Context: an optimization exercise on an open-source flow, tuned for small area. The choices shown serve that exercise and are no tape-out recipe. The RTL was checked by simulation tests, not by an equivalence proof against the original design. In run 7 the design's own scripts or RTL, not TritonCTS, make the clock network. The clock port is modelled as an ideal driver, which makes a skipped or thinned clock tree look cheaper than it is; a real chip needs a root buffer or a tree. Power is estimated from default activity; no workload was simulated.

==> flow/design.v <==
module newspaper_vending_machine(
    input wire clk,              
    input wire reset,            
    input wire coin5,             
    input wire coin10,            
    input wire coin15,            
    output reg newspaper,         
    output reg [4:0] led_amount   
);
    parameter S0  = 3'b000;    
    parameter S5  = 3'b001;    
    parameter S10 = 3'b010;    
    parameter S15 = 3'b011;    
    parameter S20 = 3'b100;    
    parameter S25 = 3'b101;    
    reg [2:0] state, next_state;
    parameter DEBOUNCE_TIME = 1_000;
    reg [9:0] debounce_counter5, debounce_counter10, debounce_counter15;
    reg coin5_sync1, coin5_sync2;
    reg coin10_sync1, coin10_sync2;
    reg coin15_sync1, coin15_sync2;
    reg reset_sync1, reset_sync2;
    reg coin5_prev, coin10_prev, coin15_prev;
    wire coin5_edge, coin10_edge, coin15_edge;
    reg coin5_stable, coin10_stable, coin15_stable;
    reg coin5_last, coin10_last, coin15_last;
    parameter DISPLAY_TIME = 20_000;
    reg [14:0] display_counter;
    reg displaying;
    always @(posedge clk) begin
        coin5_sync1  <= coin5;
        coin5_sync2  <= coin5_sync1;
        coin10_sync1 <= coin10;
        coin10_sync2 <= coin10_sync1;
        coin15_sync1 <= coin15;
        coin15_sync2 <= coin15_sync1;
        reset_sync1  <= reset;
        reset_sync2  <= reset_sync1;
    end
    always @(posedge clk) begin
        if (reset_sync2) begin
            debounce_counter5 <= 0;
            coin5_stable <= 0;
            coin5_last <= 0;
        end else begin
            if (coin5_sync2 != coin5_last) begin
                debounce_counter5 <= 0;
                coin5_last <= coin5_sync2;
            end else if (debounce_counter5 < DEBOUNCE_TIME) begin
                debounce_counter5 <= debounce_counter5 + 1;
            end else begin
                coin5_stable <= coin5_last;
            end
        end
    end
    always @(posedge clk) begin
        if (reset_sync2) begin
            debounce_counter10 <= 0;
            coin10_stable <= 0;
            coin10_last <= 0;
        end else begin
            if (coin10_sync2 != coin10_last) begin
                debounce_counter10 <= 0;
                coin10_last <= coin10_sync2;
            end else if (debounce_counter10 < DEBOUNCE_TIME) begin
                debounce_counter10 <= debounce_counter10 + 1;
            end else begin
                coin10_stable <= coin10_last;
            end
        end
    end
    always @(posedge clk) begin
        if (reset_sync2) begin
            debounce_counter15 <= 0;
            coin15_stable <= 0;
            coin15_last <= 0;
        end else begin
            if (coin15_sync2 != coin15_last) begin
                debounce_counter15 <= 0;
                coin15_last <= coin15_sync2;
            end else if (debounce_counter15 < DEBOUNCE_TIME) begin
                debounce_counter15 <= debounce_counter15 + 1;
            end else begin
                coin15_stable <= coin15_last;
            end
        end
    end
    always @(posedge clk) begin
        if (reset_sync2) begin
            coin5_prev  <= 0;
            coin10_prev <= 0;
            coin15_prev <= 0;
        end else begin
            coin5_prev  <= coin5_stable;
            coin10_prev <= coin10_stable;
            coin15_prev <= coin15_stable;
        end
    end
    assign coin5_edge  = coin5_stable  & ~coin5_prev;
    assign coin10_edge = coin10_stable & ~coin10_prev;
    assign coin15_edge = coin15_stable & ~coin15_prev;
    always @(posedge clk) begin
        if (reset_sync2)
            state <= S0;
        else
            state <= next_state;
    end
    always @(*) begin
        next_state = state;
        case (state)
            S0:  if (coin5_edge) next_state = S5;
                 else if (coin10_edge) next_state = S10;
                 else if (coin15_edge) next_state = S15;
            S5:  if (coin5_edge) next_state = S10;
                 else if (coin10_edge) next_state = S15;
                 else if (coin15_edge) next_state = S20;
            S10: if (coin5_edge) next_state = S15;
                 else if (coin10_edge) next_state = S20;
                 else if (coin15_edge) next_state = S25;
            S15, S20, S25:
                 if (!displaying) next_state = S0;
            default: next_state = S0;
        endcase
    end
    always @(posedge clk) begin
        if (reset_sync2) begin
            display_counter <= 0;
            displaying <= 0;
        end else begin
            if ((state == S15 || state == S20 || state == S25) && !displaying) begin
                displaying <= 1;
                display_counter <= 0;
            end else if (displaying) begin
                if (display_counter < DISPLAY_TIME)
                    display_counter <= display_counter + 1;
                else begin
                    displaying <= 0;
                    display_counter <= 0;
                end
            end
        end
    end
    always @(posedge clk) begin
        if (reset_sync2)
            newspaper <= 0;
        else
            newspaper <= displaying;
    end
    always @(*) begin
        case (state)
            S0:  led_amount = 5'b00000;
            S5:  led_amount = 5'b00001;
            S10: led_amount = 5'b00011;
            S15: led_amount = 5'b00111;
            S20: led_amount = 5'b01111;
            S25: led_amount = 5'b11111;
            default: led_amount = 5'b00000;
        endcase
    end
endmodule
==> flow/run.sh <==
#!/bin/bash
# synth_recipe.tcl (not shown) runs the flow's synth.tcl, then flattens the netlist and writes it again
# the make line also repeats each setting of config.mk as NAME=value (left out here)
make -C /OpenROAD-flow-scripts/flow DESIGN_CONFIG=/design/flow/config.mk WORK_HOME=/design/flow/orfs CLKGATE_MAP_FILE= SYNTH_SCRIPT=/design/flow/synth_recipe.tcl finish
==> flow/config.mk <==
export PLATFORM = sky130hd
export DESIGN_NAME = newspaper_vending_machine
export DESIGN_NICKNAME = newspaper_vending_machine
export VERILOG_FILES = /design/flow/design.v
export SDC_FILE = /design/flow/constraint.sdc
export NUM_CORES = 4
export LEC_CHECK = 0
export CAP_MARGIN = 20
export CORE_MARGIN = 2
export CORE_UTILIZATION = 40
export SLEW_MARGIN = 20
==> flow/constraint.sdc <==
create_clock -name core_clock -period 10.0 [get_ports {clk}]
set_input_delay 2.0000 -clock core_clock [delete_from_list [all_inputs] [get_ports {clk}]]
set_output_delay 2.0000 -clock core_clock [all_outputs]
set_load 0.01 [all_outputs]
==> impl_metrics.ini, run 1 <==
[floorplan]
initial_utilization_pct = 41.40
core-area_um2 = 6794
die_x_um = 87.86
std_cell_rows = 30
die_area_um2 = 7719
die_height_um = 87.86
top_level_ports = 11

[sta]
shortest_period_the_worst_path_allows_ps = 3839
min_setup_slack_post_route_ps = 6161
setup_total_negative_slack_ps = 0
setup-violations-final = 0
final-hold-violation-count = 0
final_max_slew_viol_count = 0
fmaxAchievable_mhz = 260.5
finClkSkew_ps = 8.288
holdWs_ps = 329.4
worst_pin_slew_ps = 603.4
layout_worst_path_cycle_share_pct = 38.39
grt_setup_unrepaired = false
relSlewSlack_pct = 59.72

[min_path]
hold_path_startpoint = coin15_sync1
timing.hold.worst_endpoint = coin15_sync2
min_delay_path_depth = 0
hp-class = reg2reg

[placed_design]
portBuffers = 10
place_congestion = 0.8040
dp_hpwl_um = 2953
post-place-ws_ps = 6519
place.detailed.instances = 403

[clock_network]
cts-hold-fix-buffers = 0
post_cts_resize_count = 0
ctsHtreeMaxLevel = 3
cts.sink_count = 67
clock-root-buffer = sky130_fd_sc_hd__clkbuf_8
worst_skew_pair.late_latency_ps = 340
post-cts-setup-buffers = 0
clk_transition_reported_paths_ps = 70
cts-root-to-sink-buffers = 2
cts-buffers-inserted = 9
tritoncts = built

[setup_path]
worstReg2RegEnd = state[0]
cp_data_required_time_ps = 8000
crit_slowest_cell = sky130_fd_sc_hd__clkdlybuf4s50_1
worstRegToRegCells = 5
max_stage_delay_ps = 580
worstSetupPathType = reg2out
critical_path_arrival_ps = 1840
crit_path_max_fanout = 11
startpoint_type = register
source_of_the_worst_register_to_register_timing_path = state[1]
crit_path_leading_delay_family = buffers and inverters
r2r_slack_ps = 8410
timing.critical_path.buf_inv = 1
cp_cell_instances = nand2_1, o21bai_2, clkdlybuf4s50_1
critical_path.endpoint_type = output port

[routing]
route.antenna.remaining_nets = 0
finalWirelength_um = 4445
dr.pass1.iters = 6
drc_errors = 0
route.detailed.vias_per_inst = 4.785
routed-via-count = 2005
drt_first_iter_violations = 79
post_drt_wl_per_cell_um = 10.61

[cells_and_area]
design.final.nets = 328
utilization_pct = 45.89
fill_cells = 671
drive_above_1_share_pct = 7.430
finalNonFillerCells = 419
area_growth_syn_to_layout_pct = 10.85
diodes = 0

[flow_run]
cap_viol_max_count = 0

[logic_synthesis]
syn-num-nets = 320
synth_cells = 310
netlist_area_um2 = 2813
synth.yosys.warnings = 1
synth.distinct_cells = 38
ys_async_sr_fraction_pct = 0
yosysSeqAreaShare_pct = 47.69
postSynthRegisterBits = 67
synth_flop_cell = sky130_fd_sc_hd__dfxtp_1
synth_enable_flop_cells = 0
synth_area_per_cell_um2 = 9.073

[power_and_ir_drop]
net_switching_power_of_the_design_mw = 0.1140
pwr-share-comb_pct = 2.3
power_density_nw_per_um2 = 153.6
p_leak_nw = 1.098
vdd_drop_max_uv = 79.68
power.internal_mw = 0.3648
p_seq_share_pct = 57.4
switching_share_pct = 23.81
power.clock.fraction_pct = 40.3

[global_routing]
globalRouteTotalUtil_pct = 13.01
grt_max_degree = 20
grt-ovfl-total = 0
via_count_of_the_first_global_routing_pass = 1740
global_route_wire_length_before_repair_um = 7817
antenna_found_initial = 0

[run_status]
run_status = finished clean
==> layer usage <==
metal  part of all wire (%)  wire [um]  vias to the layer above  track usage (%)
met5                      0          0                        -                0
met4                    1.6         72                        0            5.175
met3                    4.6        206                        7            5.749
met2                     43       1912                       32            19.01
met1                     51       2253                      904            16.84
li1                       -          -                     1062                -
==> sequential cells by signal, summed over array words and instances (netlist names), 3 cells and up <==
name                count
debounce_counter10     10
debounce_counter15     10
debounce_counter5      10
display_counter        15
state                   3
==> metrics by stage <==
step | cell area (um^2) | power (mW)
finish | 3118 | 0.4789
global route | 3118 | 0.5020
CTS | 3118 | 0.4888
detailed placement | 2949 | 0.2926
global placement | 2949 | 0.2924
floorplan | 2813 | 0.2897
==> synth_stat cells, drive strengths merged, types with 3 or more instances <==
| cell | n | share of area (%) |
|---|---|---|
| nor3 | 6 | 1.1 |
| xor2 | 19 | 5.9 |
| o21ai | 10 | 1.9 |
| xnor2 | 21 | 6.5 |
| nand2 | 19 | 2.5 |
| a21boi | 3 | 0.80 |
| inv | 6 | 0.80 |
| ha | 5 | 2.2 |
| buf | 8 | 2.0 |
| nand4 | 11 | 2.4 |
| and3 | 7 | 1.6 |
| clkbuf | 5 | 1.0 |
| nor2 | 59 | 7.9 |
| nand3 | 12 | 2.1 |
| a21oi | 20 | 3.6 |
| nor2b | 5 | 1.4 |
| dfxtp | 67 | 48 |
| mux2i | 5 | 1.8 |
| nand2b | 7 | 1.6 |
==> cells in the final DEF, fill, tap and decap left out, types with 3 or more instances in the layout <==
master,Yosys,routed
sky130_fd_sc_hd__ha_1,5,5
sky130_fd_sc_hd__dfxtp_1,67,67
sky130_fd_sc_hd__clkinv_2,0,4
sky130_fd_sc_hd__xnor2_1,21,21
sky130_fd_sc_hd__clkdlybuf4s50_1,0,10
sky130_fd_sc_hd__nor3_1,6,6
sky130_fd_sc_hd__and3_1,7,7
sky130_fd_sc_hd__o21ai_0,9,9
sky130_fd_sc_hd__nand3_1,12,12
sky130_fd_sc_hd__a21oi_1,20,20
sky130_fd_sc_hd__inv_1,6,6
sky130_fd_sc_hd__nand4_1,11,11
sky130_fd_sc_hd__a21boi_0,3,3
sky130_fd_sc_hd__nor2_1,59,59
sky130_fd_sc_hd__clkbuf_8,1,9
sky130_fd_sc_hd__nand2_1,19,19
sky130_fd_sc_hd__mux2i_1,5,5
sky130_fd_sc_hd__nand2b_1,7,7
sky130_fd_sc_hd__nor2b_1,4,4
sky130_fd_sc_hd__xor2_1,19,19
==> kinds of logic (layout without fill, tap and decap cells) <==
family / after synthesis / count (layout) / share of synthesized area, %
AOI/OAI and AO/OA: 41 / 41 / 9.609
xor gates and xnor gates: 40 / 40 / 12.46
adders and majority gates: 5 / 5 / 2.224
DFF: 67 / 67 / 47.69
and+or+nand+nor: 133 / 133 / 22.46
muxes: 5 / 5 / 1.779
buffers and inverters: 19 / 32 / 3.781
==> layout make-up <==
type	count	area, um^2	share of cell area (%)
clock buffers	9	123.9	3.973
clock inverters	7	45.04	1.445
inverters	6	22.52	0.7223
multi-input cells	224	1365	43.78
flip-flops and latches	67	1341	43.02
well taps	96	120.1	3.852
repair buffers	10	100.1	3.210
==> worst reg2reg max path, stage by stage (launching register included) <==
cell and delay, ps:
sky130_fd_sc_hd__dfxtp_1 570, sky130_fd_sc_hd__nand2_1 140, sky130_fd_sc_hd__a21boi_0 160, sky130_fd_sc_hd__a32oi_2 300
sky130_fd_sc_hd__mux2i_1 220, sky130_fd_sc_hd__a21oi_1 80
==> power by group through the flow <==
| stage | Combinational [mW] | Sequential (mW) | Clock [mW] |
|---|---|---|---|
| after floorplan | 0.0103 | 0.279 | 0 |
| after global placement | 0.0114 | 0.281 | 0 |
| final | 0.0112 | 0.275 | 0.193 |
| after detailed placement | 0.0114 | 0.281 | 0 |
| after CTS | 0.0114 | 0.275 | 0.203 |
| after global routing | 0.0130 | 0.275 | 0.214 |
==> how the worst max path moves through the flow <==
| stage | cells past startpoint | end | from |
|---|---|---|---|
| after floorplan | 3 | led_amount[4] | state[2] |
| after global placement | 3 | led_amount[2] | state[1] |
| after detailed placement | 3 | led_amount[2] | state[1] |
| after CTS | 3 | led_amount[2] | state[1] |
| after global routing | 3 | led_amount[2] | state[1] |
| final | 3 | led_amount[2] | state[1] |
==> run 2: changes to the inputs <==
==> flow/design.v (replaced) <==
module newspaper_vending_machine(
    input wire clk,              
    input wire reset,            
    input wire coin5,             
    input wire coin10,            
    input wire coin15,            
    output reg newspaper,         
    output reg [4:0] led_amount   
);
    localparam [9:0]  DB_LOAD = 10'h2f9;
    localparam [9:0]  DB_INV  = 10'h2aa;
    localparam [14:0] DP_LOAD = 15'h2ecf;
    localparam [14:0] DP_INV  = 15'h2aaa;
    reg coin5_sync1, coin5_sync2;
    reg coin10_sync1, coin10_sync2;
    reg coin15_sync1, coin15_sync2;
    reg reset_sync1, reset_sync2;
    always @(posedge clk) begin
        coin5_sync1  <= coin5;
        coin5_sync2  <= coin5_sync1;
        coin10_sync1 <= coin10;
        coin10_sync2 <= coin10_sync1;
        coin15_sync1 <= coin15;
        coin15_sync2 <= coin15_sync1;
        reset_sync1  <= reset;
        reset_sync2  <= reset_sync1;
    end
    reg coin5_last, coin10_last, coin15_last;
    reg coin5_prev, coin10_prev, coin15_prev;
    reg [9:0] debounce_counter5, debounce_counter10, debounce_counter15;
    wire [9:0] q5  = debounce_counter5  ^ DB_INV;
    wire [9:0] q10 = debounce_counter10 ^ DB_INV;
    wire [9:0] q15 = debounce_counter15 ^ DB_INV;
    wire coin5_full  = &q5;
    wire coin10_full = &q10;
    wire coin15_full = &q15;
    wire [9:0] q5_next  = {q5[8:0],  ~(q5[9]  ^ q5[6])  | (&q5[8:0])};
    wire [9:0] q10_next = {q10[8:0], ~(q10[9] ^ q10[6]) | (&q10[8:0])};
    wire [9:0] q15_next = {q15[8:0], ~(q15[9] ^ q15[6]) | (&q15[8:0])};
    wire coin5_stable  = coin5_full  ? coin5_last  : coin5_prev;
    wire coin10_stable = coin10_full ? coin10_last : coin10_prev;
    wire coin15_stable = coin15_full ? coin15_last : coin15_prev;
    always @(posedge clk) begin
        if (reset_sync2 || (coin5_sync2 != coin5_last))
            debounce_counter5 <= DB_LOAD ^ DB_INV;
        else
            debounce_counter5 <= q5_next ^ DB_INV;
        if (reset_sync2 || (coin10_sync2 != coin10_last))
            debounce_counter10 <= DB_LOAD ^ DB_INV;
        else
            debounce_counter10 <= q10_next ^ DB_INV;
        if (reset_sync2 || (coin15_sync2 != coin15_last))
            debounce_counter15 <= DB_LOAD ^ DB_INV;
        else
            debounce_counter15 <= q15_next ^ DB_INV;
        if (reset_sync2) begin
            coin5_last  <= 1'b0;
            coin10_last <= 1'b0;
            coin15_last <= 1'b0;
            coin5_prev  <= 1'b0;
            coin10_prev <= 1'b0;
            coin15_prev <= 1'b0;
        end else begin
            coin5_last  <= coin5_sync2;
            coin10_last <= coin10_sync2;
            coin15_last <= coin15_sync2;
            coin5_prev  <= coin5_stable;
            coin10_prev <= coin10_stable;
            coin15_prev <= coin15_stable;
        end
    end
    wire coin5_edge  = coin5_full  & coin5_last  & ~coin5_prev;
    wire coin10_edge = coin10_full & coin10_last & ~coin10_prev;
    wire coin15_edge = coin15_full & coin15_last & ~coin15_prev;
    reg [2:0] state;
    reg [14:0] display_counter;
    wire [14:0] qd = display_counter ^ DP_INV;
    wire dp_a = &qd[13:1];
    wire displaying = ~(qd[14] & dp_a);
    wire [14:0] qd_next = {qd[13:0], ~(qd[14] ^ qd[13]) | dp_a};
    wire high = state[2] | (state[1] & state[0]);    
    wire [2:0] coin = coin5_edge ? 3'd1 : coin10_edge ? 3'd2 : coin15_edge ? 3'd3 : 3'd0;
    always @(posedge clk) begin
        if (reset_sync2)
            state <= 3'd0;
        else if (high) begin
            if (!displaying) state <= 3'd0;
        end else
            state <= state + coin;
    end
    always @(posedge clk) begin
        if (reset_sync2)
            display_counter <= {15{1'b1}} ^ DP_INV;
        else if (high && !displaying)
            display_counter <= DP_LOAD ^ DP_INV;
        else
            display_counter <= qd_next ^ DP_INV;
        if (reset_sync2)
            newspaper <= 1'b0;
        else
            newspaper <= displaying;
    end
    always @(*) begin
        case (state)
            3'd0: led_amount = 5'b00000;
            3'd1: led_amount = 5'b00001;
            3'd2: led_amount = 5'b00011;
            3'd3: led_amount = 5'b00111;
            3'd4: led_amount = 5'b01111;
            default: led_amount = 5'b11111;
        endcase
    end
endmodule
--- a/flow/config.mk
+++ b/flow/config.mk
@@ -5,6 +5,7 @@
 export SDC_FILE = /design/flow/constraint.sdc
 export NUM_CORES = 4
 export LEC_CHECK = 0
+export ABC_AREA = 1
 export CAP_MARGIN = 20
 export CORE_MARGIN = 2
 export CORE_UTILIZATION = 40
==> run 2 against run 1 <==
Net effect:
- clock power is 33% higher
- sequential power fell by 4%
- critical endpoint unchanged
- clock skew rose by 0.74 ps
- largest power group unchanged
- first-iteration DRC count is 19% lower
- wire length shrank 28%
- worst setup slack better by 250 ps
- sequential share of layout area rose by 7.0 points
- critical path depth is the same
- core utilization increased by 3.5 points
- die area decreased by 24%
- still clean on timing, DRC and antenna
- combinational power is 21% higher
==> impl_metrics.ini, run 2 <==
[run_status]
run_status = finished clean

[clock_network]
cts-buffers-inserted = 9
post_cts_resize_count = 0
cts.sink_count = 63
cts-hold-fix-buffers = 0
worst_skew_pair.late_latency_ps = 340
post-cts-setup-buffers = 0
clock-root-buffer = sky130_fd_sc_hd__clkbuf_8
tritoncts = built
clk_transition_reported_paths_ps = 60
ctsHtreeMaxLevel = 3
cts-root-to-sink-buffers = 2

[cells_and_area]
stdcell_area_um2 = 2521
regMostFlops = display_counter
design.final.nets = 265
layout.cells.most_common = sky130_fd_sc_hd__dfxtp_1
largest_register_ff_count = 15
most-common-layout-cells = 63 x sky130_fd_sc_hd__dfxtp_1, 52 x sky130_fd_sc_hd__nor2_1, 39 x sky130_fd_sc_hd__nand2_1, 31 x sky130_fd_sc_hd__inv_1, 16 x sky130_fd_sc_hd__nand3_1
area_growth_syn_to_layout_pct = 19.58
diodes = 0
drive_above_1_share_pct = 10.65

[min_path]
min_delay_path_depth = 0
hold_path_startpoint = coin5_sync1
hp-class = reg2reg
timing.hold.worst_endpoint = coin5_sync2

[global_routing]
global_route_wire_length_before_repair_um = 5837
grt_max_degree = 14
antenna_found_initial = 0
globalRouteTotalUtil_pct = 13.13
via_count_of_the_first_global_routing_pass = 1368
grt-ovfl-total = 0

[setup_path]
worstSetupPathType = reg2out
startpoint_type = register
crit_path_max_fanout = 5
critical_path.endpoint_type = output port
r2r_slack_ps = 8070
source_of_the_worst_register_to_register_timing_path = debounce_counter10[6]
cp_data_required_time_ps = 8000
worstReg2RegEnd = state[1]
worstRegToRegCells = 10
critical_path_arrival_ps = 1590

[flow_run]
cap_viol_max_count = 0

[logic_synthesis]
yosysSeqAreaShare_pct = 59.82
postSynthRegisterBits = 63
synth_cells = 240
largest_area_contributor_in_the_synthesized_netlist = sky130_fd_sc_hd__dfxtp_1
yosys-top-cells-count = 63 x sky130_fd_sc_hd__dfxtp_1, 52 x sky130_fd_sc_hd__nor2_1, 39 x sky130_fd_sc_hd__nand2_1
synth_area_per_cell_um2 = 8.784
synth.yosys.warnings = 1
syn-num-nets = 247
synth_enable_flop_cells = 0
cells_taking_the_most_area_after_synthesis = sky130_fd_sc_hd__dfxtp_1 60%, sky130_fd_sc_hd__nor2_1 9.3%, sky130_fd_sc_hd__nand2_1 6.9%
synth.distinct_cells = 26
netlist_area_um2 = 2108
synthMostInstantiatedCell = sky130_fd_sc_hd__dfxtp_1
synth_flop_cell = sky130_fd_sc_hd__dfxtp_1
ys_async_sr_fraction_pct = 0
share_of_the_synthesized_area_in_the_top_cell_type_pct = 59.82

[floorplan]
initial_utilization_pct = 41.28
top_level_ports = 11
die_x_um = 76.60
core-area_um2 = 5107
die_area_um2 = 5868
die_height_um = 76.60
std_cell_rows = 26

[routing]
route.detailed.vias_per_inst = 4.282
post_drt_wl_per_cell_um = 9.631
drc_errors = 0
drt_first_iter_violations = 64
dr.pass1.iters = 4
route.antenna.remaining_nets = 0
finalWirelength_um = 3207
routed-via-count = 1426

[sta]
setup_total_negative_slack_ps = 0
holdWs_ps = 326.7
fmaxAchievable_mhz = 278.9
setup-violations-final = 0
layout_worst_path_cycle_share_pct = 35.85
final-hold-violation-count = 0
worst_pin_slew_ps = 588.1
finClkSkew_ps = 9.028
grt_setup_unrepaired = false
shortest_period_the_worst_path_allows_ps = 3585
relSlewSlack_pct = 60.74
final_max_slew_viol_count = 0

[placed_design]
place_area_um2 = 2280
place_congestion = 0.7746
portBuffers = 10
dp_hpwl_um = 2253

[power_and_ir_drop]
p_seq_share_pct = 49.4
power.internal_mw = 0.4254
power.clock.fraction_pct = 48.1
power_density_nw_per_um2 = 211.7
p_leak_nw = 1.090
total_power_mw = 0.5337
pwr-share-comb_pct = 2.5
vdd_drop_max_uv = 95.52
switching_share_pct = 20.29
net_switching_power_of_the_design_mw = 0.1083
## run 2: cell types whose count changed in the layout (fill, tap and decap cells not counted), sizes merged, moves of 5 or more
cell,before,now
inv,6,33
nand2,19,41
xnor2,21,3
xor2,19,1
a21oi,20,8
and3,7,0
nand2b,7,0
o21ai,10,3
nand4,11,5
nor2,59,53
clkinv,6,1
mux2i,5,0
nor2b,5,0
## run 2: power by group through the flow
stage	logic [mW]	registers [mW]	clock network (mW)
5_1_grt	0.0159	0.265	0.276
3_5_place_dp	0.0139	0.269	0
4_1_cts	0.0138	0.264	0.265
2_1_floorplan	0.0112	0.267	0
6_report	0.0135	0.263	0.257
3_3_place_gp	0.0136	0.269	0
## run 2: metrics by stage
stage               util [%]  setup WS (ps)  cells
global placement       44.64           6787    317
finish                 49.36           6415    333
floorplan                  -           7365    240
detailed placement     44.64           6757    317
global route           49.36           6301    333
CTS                    49.36           6368    333
## run 2: worst max-delay path by stage
stage	startpoint	endpoint	slack, ps
2_1_floorplan	state[1]	led_amount[2]	7360
5_1_grt	state[1]	led_amount[2]	6300
3_5_place_dp	state[1]	led_amount[2]	6760
6_report	state[1]	led_amount[2]	6410
3_3_place_gp	state[1]	led_amount[2]	6790
4_1_cts	state[1]	led_amount[2]	6370
## run 2: final cells by class
| type | count | area (um^2) |
|---|---|---|
| fill | 495 | 2586 |
| sequential | 63 | 1261 |
| multi-input combinational | 141 | 706.9 |
| clock buffer | 12 | 165.2 |
| inverter | 33 | 123.9 |
| timing repair buffer | 10 | 100.1 |
| tap | 70 | 87.58 |
| clock inverter | 4 | 76.32 |
## run 2: logic make-up after synthesis
| family | Yosys count | share of synthesized area (%) |
|---|---|---|
| and+or+nand+nor | 123 | 27.18 |
| DFF | 63 | 59.82 |
| buffers and inverters | 36 | 6.647 |
| AOI/OAI and AO/OA | 12 | 3.145 |
| xor gates and xnor gates | 4 | 1.662 |
| adders and majority gates | 2 | 1.543 |
## run 2: metal layers
metal  up-vias  global-route usage [%]  wire (um)
met1       624                   15.89       1617
met4         0                   9.273         87
met2        23                   18.32       1346
met5         -                       0          0
met3         6                   6.043        156
li1        773                       -          -
## run 2: critical path, cell delays in order (launching register included)
cell and delay, ps:
sky130_fd_sc_hd__dfxtp_1 410, sky130_fd_sc_hd__nand2_1 70, sky130_fd_sc_hd__nand2_1 180, sky130_fd_sc_hd__clkdlybuf4s50_1 580
==> run 3: changes to the inputs <==
--- a/flow/config.mk
+++ b/flow/config.mk
@@ -5,7 +5,6 @@
 export SDC_FILE = /design/flow/constraint.sdc
 export NUM_CORES = 4
 export LEC_CHECK = 0
-export ABC_AREA = 1
 export CAP_MARGIN = 20
 export CORE_MARGIN = 2
 export CORE_UTILIZATION = 40
==> run 3 against run 2 <==
Net effect:
- still clean on timing, DRC and antenna
- cell area is 3.5% lower
- hold slack better by 1.5 ps
- sequential cell count stayed put
- global-route usage is 0.82 points higher
- sequential share of layout area is 1.8 points higher
- critical path depth stayed put
- first-iteration DRC count is 58% lower
- clock skew is 3.5 ps lower
- core utilization is 1.1 points lower
- wire length is 0.12% lower
- critical path type unchanged
==> impl_metrics.ini, run 3 <==
[run_status]
run_status = finished clean

[routing]
finalWirelength_um = 3203
drc_errors = 0
route.detailed.vias_per_inst = 4.725
drt_first_iter_violations = 27
dr.pass1.iters = 4
routed-via-count = 1342
post_drt_wl_per_cell_um = 11.28
route.antenna.remaining_nets = 0

[logic_synthesis]
synthXorXnorAreaFrac_pct = 2.979
synthMostInstantiatedCell = sky130_fd_sc_hd__dfxtp_1
synth_area_per_cell_um2 = 10.72
yosys.area_share.simple_pct = 25.71
synth_flop_cell = sky130_fd_sc_hd__dfxtp_1
muxShareOfSynthArea_pct = 0.4863
synth.yosys.warnings = 1
synth_enable_flop_cells = 0
synth_top_family_by_area = simple AND/OR/NAND/NOR gates
netlist_area_um2 = 2058
ys_async_sr_fraction_pct = 0
largest_area_contributor_in_the_synthesized_netlist = sky130_fd_sc_hd__dfxtp_1
yosys-top-cells-count = 63 x sky130_fd_sc_hd__dfxtp_1, 27 x sky130_fd_sc_hd__nor2_1, 12 x sky130_fd_sc_hd__nor2b_1
synth_cells = 192
share_of_the_synthesized_area_in_the_top_cell_type_pct = 61.28
yosysSeqAreaShare_pct = 61.28
synth.distinct_cells = 38
synth_adder_area_share_pct = 1.581
syn-num-nets = 199
compound_gate_fraction_of_synth_area_pct = 6.505
cells_taking_the_most_area_after_synthesis = sky130_fd_sc_hd__dfxtp_1 61%, sky130_fd_sc_hd__nor2_1 4.9%, sky130_fd_sc_hd__nor2b_1 3.6%
postSynthRegisterBits = 63

[sta]
final-hold-violation-count = 0
grt_setup_unrepaired = false
final_max_slew_viol_count = 0
fmaxAchievable_mhz = 267.5
min_setup_slack_post_route_ps = 6261
setup-violations-final = 0
layout_worst_path_cycle_share_pct = 37.39
relSlewSlack_pct = 61.85
finClkSkew_ps = 5.526
shortest_period_the_worst_path_allows_ps = 3739
setup_total_negative_slack_ps = 0
worst_pin_slew_ps = 568.0

[setup_path]
max_stage_delay_ps = 520
worstRegToRegCells = 6
critical_path.endpoint_type = output port
cp_data_required_time_ps = 8000
worstReg2RegEnd = state[1]
crit_path_max_fanout = 6
startpoint_type = register
r2r_slack_ps = 7670
worstSetupPathType = reg2out
critical_path_arrival_ps = 1740
cp_cell_instances = a21oi_1, inv_1, clkdlybuf4s50_1
source_of_the_worst_register_to_register_timing_path = debounce_counter10[3]
crit_slowest_cell = sky130_fd_sc_hd__clkdlybuf4s50_1

[global_routing]
grt-ovfl-total = 0
antenna_found_initial = 0
globalRouteTotalUtil_pct = 13.95
global_route_wire_length_before_repair_um = 5692
grt_max_degree = 22
via_count_of_the_first_global_routing_pass = 1266

[cells_and_area]
design.final.nets = 216
most-common-layout-cells = 63 x sky130_fd_sc_hd__dfxtp_1, 27 x sky130_fd_sc_hd__nor2_1, 12 x sky130_fd_sc_hd__nor2b_1, 11 x sky130_fd_sc_hd__nand2b_1, 11 x sky130_fd_sc_hd__nand2_1
layout.cells.most_common = sky130_fd_sc_hd__dfxtp_1
largest_register_ff_count = 15
area_growth_syn_to_layout_pct = 18.18
drive_above_1_share_pct = 11.21
diodes = 0
fill_cells = 472
regMostFlops = display_counter

[floorplan]
top_level_ports = 11
die_height_um = 75.73
core-area_um2 = 5042
initial_utilization_pct = 40.82
die_area_um2 = 5735
std_cell_rows = 26
die_x_um = 75.73

[clock_network]
post_cts_resize_count = 0
post-cts-setup-buffers = 0
clk_transition_reported_paths_ps = 70
tritoncts = built
cts-buffers-inserted = 9
cts-hold-fix-buffers = 0
worst_skew_pair.late_latency_ps = 340
clock-root-buffer = sky130_fd_sc_hd__clkbuf_8
cts.sink_count = 63
cts-root-to-sink-buffers = 2
ctsHtreeMaxLevel = 3

[min_path]
timing.hold.worst_endpoint = coin5_sync2
min_delay_path_depth = 0
hold_path_startpoint = coin5_sync1
hp-class = reg2reg

[flow_run]
cap_viol_max_count = 0

[power_and_ir_drop]
p_leak_nw = 0.9353
vdd_drop_max_uv = 115.9
power_density_nw_per_um2 = 203.8

[placed_design]
place_congestion = 0.7180
dp_hpwl_um = 2235
portBuffers = 10
post-place-ws_ps = 6605
## run 3: cell count changes in the layout (fill, tap and decap cells not counted), moves of 11 or more
cell / delta
sky130_fd_sc_hd__nor2b_1: +12
sky130_fd_sc_hd__nand3_1: -14
sky130_fd_sc_hd__nand2b_1: +11
sky130_fd_sc_hd__inv_1: -28
sky130_fd_sc_hd__nand2_1: -28
sky130_fd_sc_hd__nor2_1: -25
## run 3: power breakdown
group          switching [mW]  internal (mW)
sequential            0.00543          0.259
clock                  0.0943          0.120
combinational         0.00858        0.00800
total                   0.108          0.387
## run 3: kinds of logic (layout without fill, tap and decap cells)
| kind of cell | after synthesis | count (layout) |
|---|---|---|
| adders and majority gates | 2 | 2 |
| AOI/OAI and AO/OA | 19 | 19 |
| xor gates and xnor gates | 7 | 7 |
| buffers and inverters | 8 | 30 |
| and+or+nand+nor | 92 | 92 |
| muxes | 1 | 1 |
| DFF | 63 | 63 |
## run 3: worst max-delay path: cells and delay by family (launching register included)
| family | cells | cell delay [ps] |
|---|---|---|
| buffers and inverters | 2 | 690 |
| AO/OA/AOI/OAI | 1 | 350 |
| flip-flops | 1 | 360 |
## run 3: final cells by class
type,count,area [um^2],share of cell area [%]
clock inverters,6,60.06,2.469
inverters,3,11.26,0.4630
well taps,70,87.58,3.601
multi-input cells,121,767.0,31.53
flip-flops and latches,63,1261,51.85
clock buffers,10,137.6,5.658
repair buffers,11,107.6,4.424
## run 3: metrics by stage
stage          cells  cell area, um^2  hold slack, ps  util, %  total power [mW]
6_report         284             2432           328.1    48.24            0.4957
5_1_grt          284             2432           336.7    48.24            0.5192
4_1_cts          284             2432           330.6    48.24            0.5039
3_5_place_dp     268             2235           315.0    44.32            0.2871
3_3_place_gp     268             2235           310.5    44.32            0.2870
2_1_floorplan    192             2058           309.6        -            0.2816
## run 3: worst max-delay path by stage
| stage | startpoint | end | cells past startpoint |
|---|---|---|---|
| after floorplan | state[1] | led_amount[2] | 2 |
| final | state[1] | led_amount[2] | 3 |
| after global placement | state[1] | led_amount[2] | 3 |
| after CTS | state[1] | led_amount[2] | 3 |
| after detailed placement | state[1] | led_amount[2] | 3 |
| after global routing | state[1] | led_amount[2] | 3 |
## run 3: metal layers
metal | routed length [um] | vias to the layer above | part of all wire, % | global-route usage [%]
li1 | - | 695 | - | -
met1 | 1517 | 624 | 47 | 16.57
met2 | 1470 | 17 | 46 | 20.29
met3 | 157 | 6 | 4.9 | 8.466
met4 | 57 | 0 | 1.8 | 6.043
met5 | 0 | - | 0 | 0
==> run 4: changes to the inputs <==
==> flow/flow/run.sh (new file) <==
#!/bin/bash
# Standard ORFS layout, with a single-level clock tree (no dummy loads)
# and the smallest buffer on every input and output port.
set -e
export CTS_ARGS="-sink_clustering_enable -repair_clock_nets -dont_use_dummy_load -sink_clustering_size 100 -sink_clustering_max_diameter 500 -buf_list sky130_fd_sc_hd__clkbuf_16"
export BUFFER_PORTS_ARGS="-buffer_cell sky130_fd_sc_hd__buf_1"
bash standard.sh > standard.log 2>&1
==> flow/standard.sh (new file) <==
#!/bin/bash
# synth_recipe.tcl (not shown) runs the flow's synth.tcl, then flattens the netlist and writes it again
# the make line also repeats each setting of config.mk as NAME=value (left out here)
make -C /OpenROAD-flow-scripts/flow DESIGN_CONFIG=/design/flow/config.mk WORK_HOME=/design/flow/orfs CLKGATE_MAP_FILE= SYNTH_SCRIPT=/design/flow/synth_recipe.tcl "${@:-finish}"
removed: flow/run.sh
==> run 4 against run 3 <==
Net effect:
- global-route usage rose by 0.70 points
- first-iteration DRC count rose by 59%
- worst setup slack improved by 410 ps
- still clean
- register-to-register slack improved by 30 ps
- critical path type unchanged
- cell area fell by 1.4%
==> impl_metrics.ini, run 4 <==
[run_status]
run_status = finished clean

[floorplan]
top_level_ports = 11
die_x_um = 75.73
std_cell_rows = 26
initial_utilization_pct = 40.82
core-area_um2 = 5042
die_height_um = 75.73
die_area_um2 = 5735

[sta]
layout_worst_path_cycle_share_pct = 33.34
final-hold-violation-count = 0
finClkSkew_ps = 11.00
final_max_slew_viol_count = 0
setup-violations-final = 0
setup_total_negative_slack_ps = 0
grt_setup_unrepaired = false
relSlewSlack_pct = 63.58
shortest_period_the_worst_path_allows_ps = 3334
worst_pin_slew_ps = 542.3
holdWs_ps = 318.7
fmaxAchievable_mhz = 300.0

[routing]
route.antenna.remaining_nets = 0
routed-via-count = 1348
drc_errors = 0
dr.pass1.iters = 4
route.detailed.vias_per_inst = 4.866
post_drt_wl_per_cell_um = 11.83
drt_first_iter_violations = 43
finalWirelength_um = 3278

[setup_path]
critical_path_arrival_ps = 1330
critical_path.endpoint_type = output port
crit_slowest_cell = sky130_fd_sc_hd__dfxtp_1
cp_data_required_time_ps = 8000
crit_path_max_fanout = 6
cp_cell_instances = a21oi_1, inv_1, buf_1
max_stage_delay_ps = 360
worstSetupPathType = reg2out
startpoint_type = register

[cells_and_area]
drive_above_1_share_pct = 8.213
fill_cells = 475
layout.cells.most_common = sky130_fd_sc_hd__dfxtp_1
regMostFlops = display_counter
utilization_pct = 47.54
diodes = 0
largest_register_ff_count = 15
design.final.nets = 216
most-common-layout-cells = 63 x sky130_fd_sc_hd__dfxtp_1, 27 x sky130_fd_sc_hd__nor2_1, 12 x sky130_fd_sc_hd__nor2b_1, 11 x sky130_fd_sc_hd__nand2b_1, 11 x sky130_fd_sc_hd__nand2_1
area_growth_syn_to_layout_pct = 16.47

[clock_network]
clk_transition_reported_paths_ps = 50
post-cts-setup-buffers = 0
cts-hold-fix-buffers = 0
ctsHtreeMaxLevel = 3
cts-buffers-inserted = 9
worst_skew_pair.late_latency_ps = 320
cts-root-to-sink-buffers = 2
post_cts_resize_count = 0
cts.sink_count = 63
tritoncts = built
clock-root-buffer = sky130_fd_sc_hd__clkbuf_16

[global_routing]
grt_max_degree = 38
grt-ovfl-total = 0
global_route_wire_length_before_repair_um = 5816
via_count_of_the_first_global_routing_pass = 1278
globalRouteTotalUtil_pct = 14.65
antenna_found_initial = 0

[logic_synthesis]
largest_area_contributor_in_the_synthesized_netlist = sky130_fd_sc_hd__dfxtp_1
synthMostInstantiatedCell = sky130_fd_sc_hd__dfxtp_1
ys_async_sr_fraction_pct = 0
netlist_area_um2 = 2058
synth_cells = 192
syn-num-nets = 199
synth_area_per_cell_um2 = 10.72
synth_flop_cell = sky130_fd_sc_hd__dfxtp_1
yosys-top-cells-count = 63 x sky130_fd_sc_hd__dfxtp_1, 27 x sky130_fd_sc_hd__nor2_1, 12 x sky130_fd_sc_hd__nor2b_1
cells_taking_the_most_area_after_synthesis = sky130_fd_sc_hd__dfxtp_1 61%, sky130_fd_sc_hd__nor2_1 4.9%, sky130_fd_sc_hd__nor2b_1 3.6%
synth.yosys.warnings = 1
yosysSeqAreaShare_pct = 61.28
synth_enable_flop_cells = 0
share_of_the_synthesized_area_in_the_top_cell_type_pct = 61.28
postSynthRegisterBits = 63
synth.distinct_cells = 38

[power_and_ir_drop]
total_power_mw = 0.5273
p_leak_nw = 0.9240
vdd_drop_max_uv = 160.5
power_density_nw_per_um2 = 219.9

[placed_design]
place_congestion = 0.6971
portBuffers = 10
dp_hpwl_um = 2232

[min_path]
hp-class = reg2reg

[flow_run]
cap_viol_max_count = 0
[run 4: through the flow]
stage / std cells / setup WS, ps / instance area, um^2
2_1_floorplan: 192 / 7231 / 2058
3_3_place_gp: 268 / 7027 / 2172
3_5_place_dp: 268 / 7014 / 2172
4_1_cts: 277 / 6657 / 2397
5_1_grt: 277 / 6477 / 2397
6_report: 277 / 6666 / 2397
[run 4: metal layers]
layer / global-route usage, % / vias up / part of all wire, %
li1: - / 684 / -
met1: 17.10 / 629 / 47
met2: 20.58 / 25 / 44
met3: 7.937 / 10 / 5.3
met4: 9.942 / 0 / 3.4
met5: 0 / - / 0
[run 4: cells by family after synthesis]
| logic type | after synthesis | synth area share (%) |
|---|---|---|
| flip-flops | 63 | 61.28 |
| AO/OA/AOI/OAI | 19 | 6.505 |
| AND/OR/NAND/NOR | 92 | 25.72 |
| XOR/XNOR | 7 | 2.979 |
| adder cells (fa/ha/maj) | 2 | 1.580 |
| multiplexers | 1 | 0.4863 |
| buffers and inverters | 8 | 1.459 |
[run 4: layout make-up]
| cell class | count | area [um^2] | share of cell area, % |
|---|---|---|---|
| Tap cell | 70 | 87.58 | 3.653 |
| Inverter | 3 | 11.26 | 0.4697 |
| Timing Repair Buffer | 11 | 45.04 | 1.879 |
| Multi-Input combinational cell | 121 | 767.0 | 31.99 |
| Clock buffer | 9 | 225.2 | 9.395 |
| Sequential cell | 63 | 1261 | 52.61 |
[run 4: path summary, 6_finish.rpt]
| path | from | to | slack [ps] | cells past startpoint |
|---|---|---|---|---|
| min reg2reg | coin5_sync1 | coin5_sync2 | 320 | 0 |
| min | coin5_sync1 | coin5_sync2 | 320 | 0 |
| max | state[1] | led_amount[2] | 6670 | 3 |
| max reg2reg | debounce_counter10[3] | state[1] | 7700 | 6 |
[run 4: power by group]
group / switching [mW] / internal, mW / total (mW)
Combinational: 0.00951 / 0.00699 / 0.0165
Clock: 0.0898 / 0.156 / 0.246
Sequential: 0.00464 / 0.260 / 0.265
[run 4: worst max-delay path: cells and delay by family (launching register included)]
kind,cells,cell delay (ps)
flip-flops,1,360
buffers and inverters,2,330
AO/OA/AOI/OAI,1,330
==> run 5: changes to the inputs <==
==> flow/flow/run.sh (replaced) <==
#!/bin/bash
# Standard ORFS layout, except: the clock is buffered by a single clock
# buffer (flow/cts_hook.tcl, run before CTS) and every input and output port
# gets the smallest buffer.  ORFS writes each step's log under orfs/logs.
set -e
export FLOW_CLKBUF=${FLOW_CLKBUF:-sky130_fd_sc_hd__clkbuf_8}
export PRE_CTS_TCL=$PWD/flow/cts_hook.tcl
export BUFFER_PORTS_ARGS="-buffer_cell sky130_fd_sc_hd__buf_1"
bash standard.sh > standard.log 2>&1
==> flow/flow/cts_hook.tcl (new file) <==
# Clock tree: one clock buffer, placed at the centre of the registers,
# drives every clock pin.  Replaces TritonCTS's H-tree.
set block [ord::get_db_block]
set sx 0.0
set sy 0.0
set n 0
foreach it [[$block findNet clk] getITerms] {
  set b [[$it getInst] getBBox]
  set sx [expr {$sx + ([$b xMin] + [$b xMax]) / 2.0}]
  set sy [expr {$sy + ([$b yMin] + [$b yMax]) / 2.0}]
  incr n
}
set dbu [$block getDbUnitsPerMicron]
set x [expr {$sx / $n / $dbu}]
set y [expr {$sy / $n / $dbu}]
puts "clock buffer $::env(FLOW_CLKBUF) for $n sinks at ($x, $y)"
insert_buffer -buffer_cell $::env(FLOW_CLKBUF) -net clk -location [list $x $y] \
  -buffer_name clkbuf_root -net_name clknet_root
[$block findNet clknet_root] setSigType CLOCK
set_propagated_clock [all_clocks]
rename clock_tree_synthesis _tritoncts
proc clock_tree_synthesis {args} {
  puts "clock_tree_synthesis skipped: single clock buffer inserted"
}
==> run 5 against run 4 <==
Net effect:
- the run now fails in clock tree synthesis
- area after synthesis stayed put
- synthesized cell count stayed put
==> impl_metrics.ini, run 5 <==
[floorplan]
die_height_um = 75.73
top_level_ports = 11
initial_utilization_pct = 40.82
std_cell_rows = 26
die_x_um = 75.73

[run_status]
haltStage = clock tree synthesis
run_status = did not finish
tool.error = Error: cts.tcl, 6 invalid command name "NULL"

[logic_synthesis]
largest_area_contributor_in_the_synthesized_netlist = sky130_fd_sc_hd__dfxtp_1
synth_cells = 192
postSynthRegisterBits = 63
yosys-top-cells-count = 63 x sky130_fd_sc_hd__dfxtp_1, 27 x sky130_fd_sc_hd__nor2_1, 12 x sky130_fd_sc_hd__nor2b_1
cells_taking_the_most_area_after_synthesis = sky130_fd_sc_hd__dfxtp_1 61%, sky130_fd_sc_hd__nor2_1 4.9%, sky130_fd_sc_hd__nor2b_1 3.6%
syn-num-nets = 199
synth_flop_cell = sky130_fd_sc_hd__dfxtp_1
synthMostInstantiatedCell = sky130_fd_sc_hd__dfxtp_1
synth_enable_flop_cells = 0
share_of_the_synthesized_area_in_the_top_cell_type_pct = 61.28
synth.distinct_cells = 38
yosysSeqAreaShare_pct = 61.28
synth.yosys.warnings = 1
synth_area_per_cell_um2 = 10.72
ys_async_sr_fraction_pct = 0
netlist_area_um2 = 2058

[placed_design]
post-place-ws_ps = 7014
portBuffers = 10
place_congestion = 0.6971
dp_hpwl_um = 2232
## run 5: how the worst max path moves through the flow
| stage | from | to | slack (ps) | cells after the start |
|---|---|---|---|---|
| floorplan | state[1] | led_amount[2] | 7230 | 2 |
| detailed placement | state[1] | led_amount[2] | 7010 | 3 |
| global placement | state[1] | led_amount[2] | 7030 | 3 |
## run 5: cell families after synthesis
family / after synthesis / share of synthesized area [%]
AOI/OAI and AO/OA: 19 / 6.505
xor gates and xnor gates: 7 / 2.979
adders and majority gates: 2 / 1.580
buffers and inverters: 8 / 1.459
DFF: 63 / 61.28
muxes: 1 / 0.4863
and+or+nand+nor: 92 / 25.72
## run 5: metrics by stage
step	hold WS (ps)	cell area, um^2	power, mW	instances
after floorplan	309.6	2058	0.2816	192
after global placement	312.6	2172	0.2859	268
after detailed placement	313.6	2172	0.2860	268
## run 5: power groups by stage
stage          Sequential [mW]  Clock [mW]  Combinational, mW
2_1_floorplan            0.268           0             0.0134
3_3_place_gp             0.269           0             0.0165
3_5_place_dp             0.269           0             0.0167
==> run 6: changes to the inputs <==
==> flow/flow/run.sh (replaced) <==
#!/bin/bash
# Standard ORFS layout, except: the clock is buffered by a single clock
# buffer (flow/cts_hook.tcl, run before CTS) and every input and output port
# gets the smallest buffer.  ORFS writes each step's log under orfs/logs.
set -e
export FLOW_CLKBUF=${FLOW_CLKBUF:-sky130_fd_sc_hd__clkbuf_16}
export PRE_CTS_TCL=$PWD/flow/cts_hook.tcl
export BUFFER_PORTS_ARGS="-buffer_cell sky130_fd_sc_hd__buf_1"
bash standard.sh > standard.log 2>&1
==> run 6 against run 5 <==
Net effect:
- the flow again stops in clock tree synthesis
- synthesized cell count unchanged
- area after synthesis unchanged
==> impl_metrics.ini, run 6 <==
[run_status]
run_status = did not finish
haltStage = clock tree synthesis
tool.error = Error: cts.tcl, 6 invalid command name "NULL"

[logic_synthesis]
synth_enable_flop_cells = 0
syn-num-nets = 199
synth_cells = 192
postSynthRegisterBits = 63
share_of_the_synthesized_area_in_the_top_cell_type_pct = 61.28
synth.yosys.warnings = 1
synth.distinct_cells = 38
largest_area_contributor_in_the_synthesized_netlist = sky130_fd_sc_hd__dfxtp_1
synthMostInstantiatedCell = sky130_fd_sc_hd__dfxtp_1
netlist_area_um2 = 2058
yosysSeqAreaShare_pct = 61.28
synth_area_per_cell_um2 = 10.72
synth_flop_cell = sky130_fd_sc_hd__dfxtp_1
ys_async_sr_fraction_pct = 0
yosys-top-cells-count = 63 x sky130_fd_sc_hd__dfxtp_1, 27 x sky130_fd_sc_hd__nor2_1, 12 x sky130_fd_sc_hd__nor2b_1
cells_taking_the_most_area_after_synthesis = sky130_fd_sc_hd__dfxtp_1 61%, sky130_fd_sc_hd__nor2_1 4.9%, sky130_fd_sc_hd__nor2b_1 3.6%

[floorplan]
initial_utilization_pct = 40.82
top_level_ports = 11
die_x_um = 75.73
std_cell_rows = 26
die_height_um = 75.73

[placed_design]
place_area_um2 = 2172
place_congestion = 0.6971
portBuffers = 10
dp_hpwl_um = 2232
post-place-ws_ps = 7014
-- run 6: cell counts after synthesis --
No cell type changed its count.
-- run 6: how the worst max path moves through the flow --
| stage | startpoint | cells past startpoint | slack (ps) | end |
|---|---|---|---|---|
| 3_3_place_gp | state[1] | 3 | 7030 | led_amount[2] |
| 3_5_place_dp | state[1] | 3 | 7010 | led_amount[2] |
| 2_1_floorplan | state[1] | 2 | 7230 | led_amount[2] |
-- run 6: per-stage QoR --
stage / cells / hold slack [ps]
3_5_place_dp: 268 / 313.6
3_3_place_gp: 268 / 312.6
2_1_floorplan: 192 / 309.6
-- run 6: logic make-up after synthesis --
logic type      count (synthesis)  synth area share, %
compound gates                 19                6.505
flops                          63                61.28
buf+inv                         8                1.459
fa+ha+maj                       2                1.580
xor+xnor                        7                2.979
mux                             1               0.4863
simple gates                   92                25.72
-- run 6: power groups by stage --
stage	clock network (mW)	logic, mW	registers (mW)
2_1_floorplan	0	0.0134	0.268
3_3_place_gp	0	0.0165	0.269
3_5_place_dp	0	0.0167	0.269
==> run 7: changes to the inputs <==
==> flow/flow/run.sh (replaced) <==
#!/bin/bash
# Standard ORFS layout, except: the clock port drives a few clock buffers,
# one per cluster of registers (flow/cts_hook.tcl, run before CTS), and
# every input and output port gets the smallest buffer.  ORFS writes each step's log under orfs/logs.
set -e
export FLOW_CLKBUF=${FLOW_CLKBUF:-sky130_fd_sc_hd__clkbuf_16}
export FLOW_NCLK=${FLOW_NCLK:-2}
export PRE_CTS_TCL=$PWD/flow/cts_hook.tcl
export BUFFER_PORTS_ARGS="-buffer_cell sky130_fd_sc_hd__buf_1"
bash standard.sh > standard.log 2>&1
==> flow/flow/cts_hook.tcl (replaced) <==
set block [ord::get_db_block]
set clknet [$block findNet clk]
set k $::env(FLOW_NCLK)
set pts {}
set its {}
foreach it [$clknet getITerms] {
  set b [[$it getInst] getBBox]
  lappend pts [list [expr {([$b xMin] + [$b xMax]) / 2.0}] [expr {([$b yMin] + [$b yMax]) / 2.0}]]
  lappend its $it
}
set n [llength $pts]
# initial centres: sinks sorted by x+y, evenly spaced
set order [lsort -real -indices [lmap p $pts {expr {[lindex $p 0] + [lindex $p 1]}}]]
set cen {}
for {set c 0} {$c < $k} {incr c} {
  lappend cen [lindex $pts [lindex $order [expr {int(($c + 0.5) * $n / $k)}]]]
}
# balanced k-means: each cluster takes at most ceil(n/k) sinks
set cap [expr {($n + $k - 1) / $k}]
for {set iter 0} {$iter < 30} {incr iter} {
  set pairs {}
  for {set i 0} {$i < $n} {incr i} {
    set p [lindex $pts $i]
    for {set c 0} {$c < $k} {incr c} {
      set q [lindex $cen $c]
      lappend pairs [list [expr {abs([lindex $p 0] - [lindex $q 0]) + abs([lindex $p 1] - [lindex $q 1])}] $i $c]
    }
  }
  set pairs [lsort -real -index 0 $pairs]
  set asg [lrepeat $n -1]
  set cnt [lrepeat $k 0]
  foreach pr $pairs {
    lassign $pr d i c
    if {[lindex $asg $i] >= 0 || [lindex $cnt $c] >= $cap} { continue }
    lset asg $i $c
    lset cnt $c [expr {[lindex $cnt $c] + 1}]
  }
  set new {}
  for {set c 0} {$c < $k} {incr c} {
    set sx 0.0; set sy 0.0; set m 0
    for {set i 0} {$i < $n} {incr i} {
      if {[lindex $asg $i] == $c} {
        set sx [expr {$sx + [lindex $pts $i 0]}]
        set sy [expr {$sy + [lindex $pts $i 1]}]
        incr m
      }
    }
    lappend new [list [expr {$sx / max($m, 1)}] [expr {$sy / max($m, 1)}]]
  }
  set cen $new
}
set master [[ord::get_db] findMaster $::env(FLOW_CLKBUF)]
for {set c 0} {$c < $k} {incr c} {
  set inst [odb::dbInst_create $block $master clkbuf_$c]
  set net [odb::dbNet_create $block clknet_$c]
  $net setSigType CLOCK
  for {set i 0} {$i < $n} {incr i} {
    if {[lindex $asg $i] == $c} {
      set it [lindex $its $i]
      $it disconnect
      $it connect $net
    }
  }
  [$inst findITerm A] connect $clknet
  [$inst findITerm X] connect $net
  $inst setLocation [expr {int([lindex $cen $c 0])}] [expr {int([lindex $cen $c 1])}]
  $inst setPlacementStatus PLACED
  puts "clock buffer clkbuf_$c ($::env(FLOW_CLKBUF)): [lindex $cnt $c] sinks at [lindex $cen $c]"
}
set_propagated_clock [all_clocks]
rename clock_tree_synthesis _tritoncts
proc clock_tree_synthesis {args} {
  puts "clock_tree_synthesis skipped: clock buffers inserted by flow/cts_hook.tcl"
}
==> run 7 against run 6 <==
Net effect:
- now clean on timing, DRC and antenna
- area after synthesis is the same
- synthesized cell count is the same
==> impl_metrics.ini, run 7 <==
[global_routing]
antenna_found_initial = 0
global_route_wire_length_before_repair_um = 5485
globalRouteTotalUtil_pct = 11.72
grt-ovfl-total = 0
grt_max_degree = 38
via_count_of_the_first_global_routing_pass = 1238

[routing]
drt_first_iter_violations = 36
route.antenna.remaining_nets = 0
routed-via-count = 1301
finalWirelength_um = 3042
drc_errors = 0
dr.pass1.iters = 4
route.detailed.vias_per_inst = 4.819
post_drt_wl_per_cell_um = 11.27

[floorplan]
top_level_ports = 11
core-area_um2 = 5042
std_cell_rows = 26
initial_utilization_pct = 40.82
die_area_um2 = 5735
die_x_um = 75.73
die_height_um = 75.73

[logic_synthesis]
share_of_the_synthesized_area_in_the_top_cell_type_pct = 61.28
synth_enable_flop_cells = 0
synth.yosys.warnings = 1
synthMostInstantiatedCell = sky130_fd_sc_hd__dfxtp_1
syn-num-nets = 199
synth_area_per_cell_um2 = 10.72
yosysSeqAreaShare_pct = 61.28
synth.distinct_cells = 38
postSynthRegisterBits = 63
ys_async_sr_fraction_pct = 0
synth_flop_cell = sky130_fd_sc_hd__dfxtp_1
synth_cells = 192
cells_taking_the_most_area_after_synthesis = sky130_fd_sc_hd__dfxtp_1 61%, sky130_fd_sc_hd__nor2_1 4.9%, sky130_fd_sc_hd__nor2b_1 3.6%
netlist_area_um2 = 2058
yosys-top-cells-count = 63 x sky130_fd_sc_hd__dfxtp_1, 27 x sky130_fd_sc_hd__nor2_1, 12 x sky130_fd_sc_hd__nor2b_1
largest_area_contributor_in_the_synthesized_netlist = sky130_fd_sc_hd__dfxtp_1

[sta]
relSlewSlack_pct = 63.73
finClkSkew_ps = 7.312
holdWs_ps = 337.0
setup-violations-final = 0
worst_pin_slew_ps = 540.0
final-hold-violation-count = 0
layout_worst_path_cycle_share_pct = 32.02
final_max_slew_viol_count = 0
shortest_period_the_worst_path_allows_ps = 3202
fmaxAchievable_mhz = 312.3
grt_setup_unrepaired = false
setup_total_negative_slack_ps = 0

[cells_and_area]
fill_cells = 491
area_growth_syn_to_layout_pct = 7.963
drive_above_1_share_pct = 5.000
most-common-layout-cells = 63 x sky130_fd_sc_hd__dfxtp_1, 27 x sky130_fd_sc_hd__nor2_1, 12 x sky130_fd_sc_hd__nor2b_1, 11 x sky130_fd_sc_hd__nand2b_1, 11 x sky130_fd_sc_hd__nand2_1
largest_register_ff_count = 15
finalNonFillerCells = 270
regMostFlops = display_counter
layout.cells.most_common = sky130_fd_sc_hd__dfxtp_1
diodes = 0
design.final.nets = 209

[clock_network]
post-cts-setup-buffers = 0
worst_skew_pair.late_latency_ps = 170
clk_transition_reported_paths_ps = 110
post_cts_resize_count = 0
cts-hold-fix-buffers = 0

[power_and_ir_drop]
net_switching_power_of_the_design_mw = 0.07268
vdd_drop_max_uv = 114.3
p_seq_share_pct = 70.1
p_leak_nw = 0.8377
power_density_nw_per_um2 = 169.1
switching_share_pct = 19.34
power.internal_mw = 0.3031
power.clock.fraction_pct = 25.5
pwr-share-comb_pct = 4.4

[setup_path]
crit_slowest_cell = sky130_fd_sc_hd__dfxtp_1
timing.critical_path.buf_inv = 2
cp_cell_instances = a21oi_1, inv_1, buf_1
crit_path_max_fanout = 6
critical_path.endpoint_type = output port
critical_path_arrival_ps = 1200
startpoint_type = register
max_stage_delay_ps = 380
cp_data_required_time_ps = 8000
worstSetupPathType = reg2out
crit_path_leading_delay_family = flip-flops

[min_path]
hp-class = reg2reg

[placed_design]
portBuffers = 10
dp_hpwl_um = 2232
place_congestion = 0.6971
place.detailed.instances = 268

[flow_run]
cap_viol_max_count = 0

[run_status]
run_status = finished clean
==> run 7: final cells by class <==
class / instances / area (um^2) / share of cell area, %
multi-input cells: 121 / 767.0 / 34.52
flip-flops and latches: 63 / 1261 / 56.76
repair buffers: 11 / 45.04 / 2.027
well taps: 70 / 87.58 / 3.941
plain buffers: 2 / 50.05 / 2.252
inverters: 3 / 11.26 / 0.5068
==> run 7: cells by family (layout without fill, tap and decap cells) <==
kind of cell	after synthesis	in the layout	synth area share (%)
simple gates	92	92	25.72
fa+ha+maj	2	2	1.580
mux	1	1	0.4863
compound gates	19	19	6.505
buf+inv	8	16	1.459
xor+xnor	7	7	2.979
flops	63	63	61.28
==> run 7: power by group through the flow <==
stage / sequential [mW] / clock (mW) / combinational [mW]
2_1_floorplan: 0.268 / 0 / 0.0134
3_3_place_gp: 0.269 / 0 / 0.0165
3_5_place_dp: 0.269 / 0 / 0.0167
4_1_cts: 0.264 / 0.102 / 0.0167
5_1_grt: 0.265 / 0.108 / 0.0188
6_report: 0.264 / 0.0958 / 0.0164
==> run 7: stage by stage <==
stage	setup WS [ps]	area (um^2)	total power [mW]	util [%]
floorplan	7231	2058	0.2816	-
global placement	7027	2172	0.2859	43.08
detailed placement	7014	2172	0.2860	43.08
CTS	6795	2222	0.3820	44.07
global route	6610	2222	0.3918	44.07
finish	6798	2222	0.3758	44.07
==> run 7: final timing paths <==
check / slack (ps) / from / cells after the start / end
worst max-delay path: 6800 / state[1] / 3 / led_amount[2]
worst min-delay path: 340 / coin10_sync1 / 0 / coin10_sync2
worst max register to register: 7690 / debounce_counter10[3] / 6 / state[1]
worst min register to register: 340 / coin10_sync1 / 0 / coin10_sync2
==> run 7: routing by layer <==
layer	GRT usage, %	up-vias	routed length (um)
met4	0.9747	0	29
met1	16.09	622	1523
met3	0.9259	2	61
li1	-	671	-
met2	21.06	6	1429
met5	0	-	0

static timing again, ports no longer ideal:
No port has a modelled driver above. Below, the same layouts with a new extraction and two added sets of constraints. Step 1: set_driving_cell puts a clkbuf_16 on clk and a buf_2 on each other input, an assumption about the parent block. Step 2 moves the port delays by t, midway between the first and last clock arrival at a register: inputs arrive t later, outputs are due t later. That takes back most of the time a late clock gives input paths. Three values: no drivers, after step 1, after step 2; two values: the first two.
run	shift t [ns]	slack for setup (ns)	hold slack, ns	slew at the worst register clock pin (ns)
run 1	0.364	6.161 / 6.132 / 6.497	0.329 / 0.329 / 0.329	0.08 / 0.08
run 2	0.363	6.415 / 6.387 / 6.751	0.327 / 0.327 / 0.327	0.07 / 0.07
run 3	0.359	6.261 / 6.234 / 6.594	0.328 / 0.328 / 0.328	0.07 / 0.07
run 4	0.348	6.666 / 6.635 / 6.983	0.319 / 0.319 / 0.319	0.05 / 0.05
run 7	0.209	6.798 / 6.754 / 6.963	0.337 / 0.337 / 0.337	0.11 / 0.11
After both steps setup and hold are still met in every run listed.
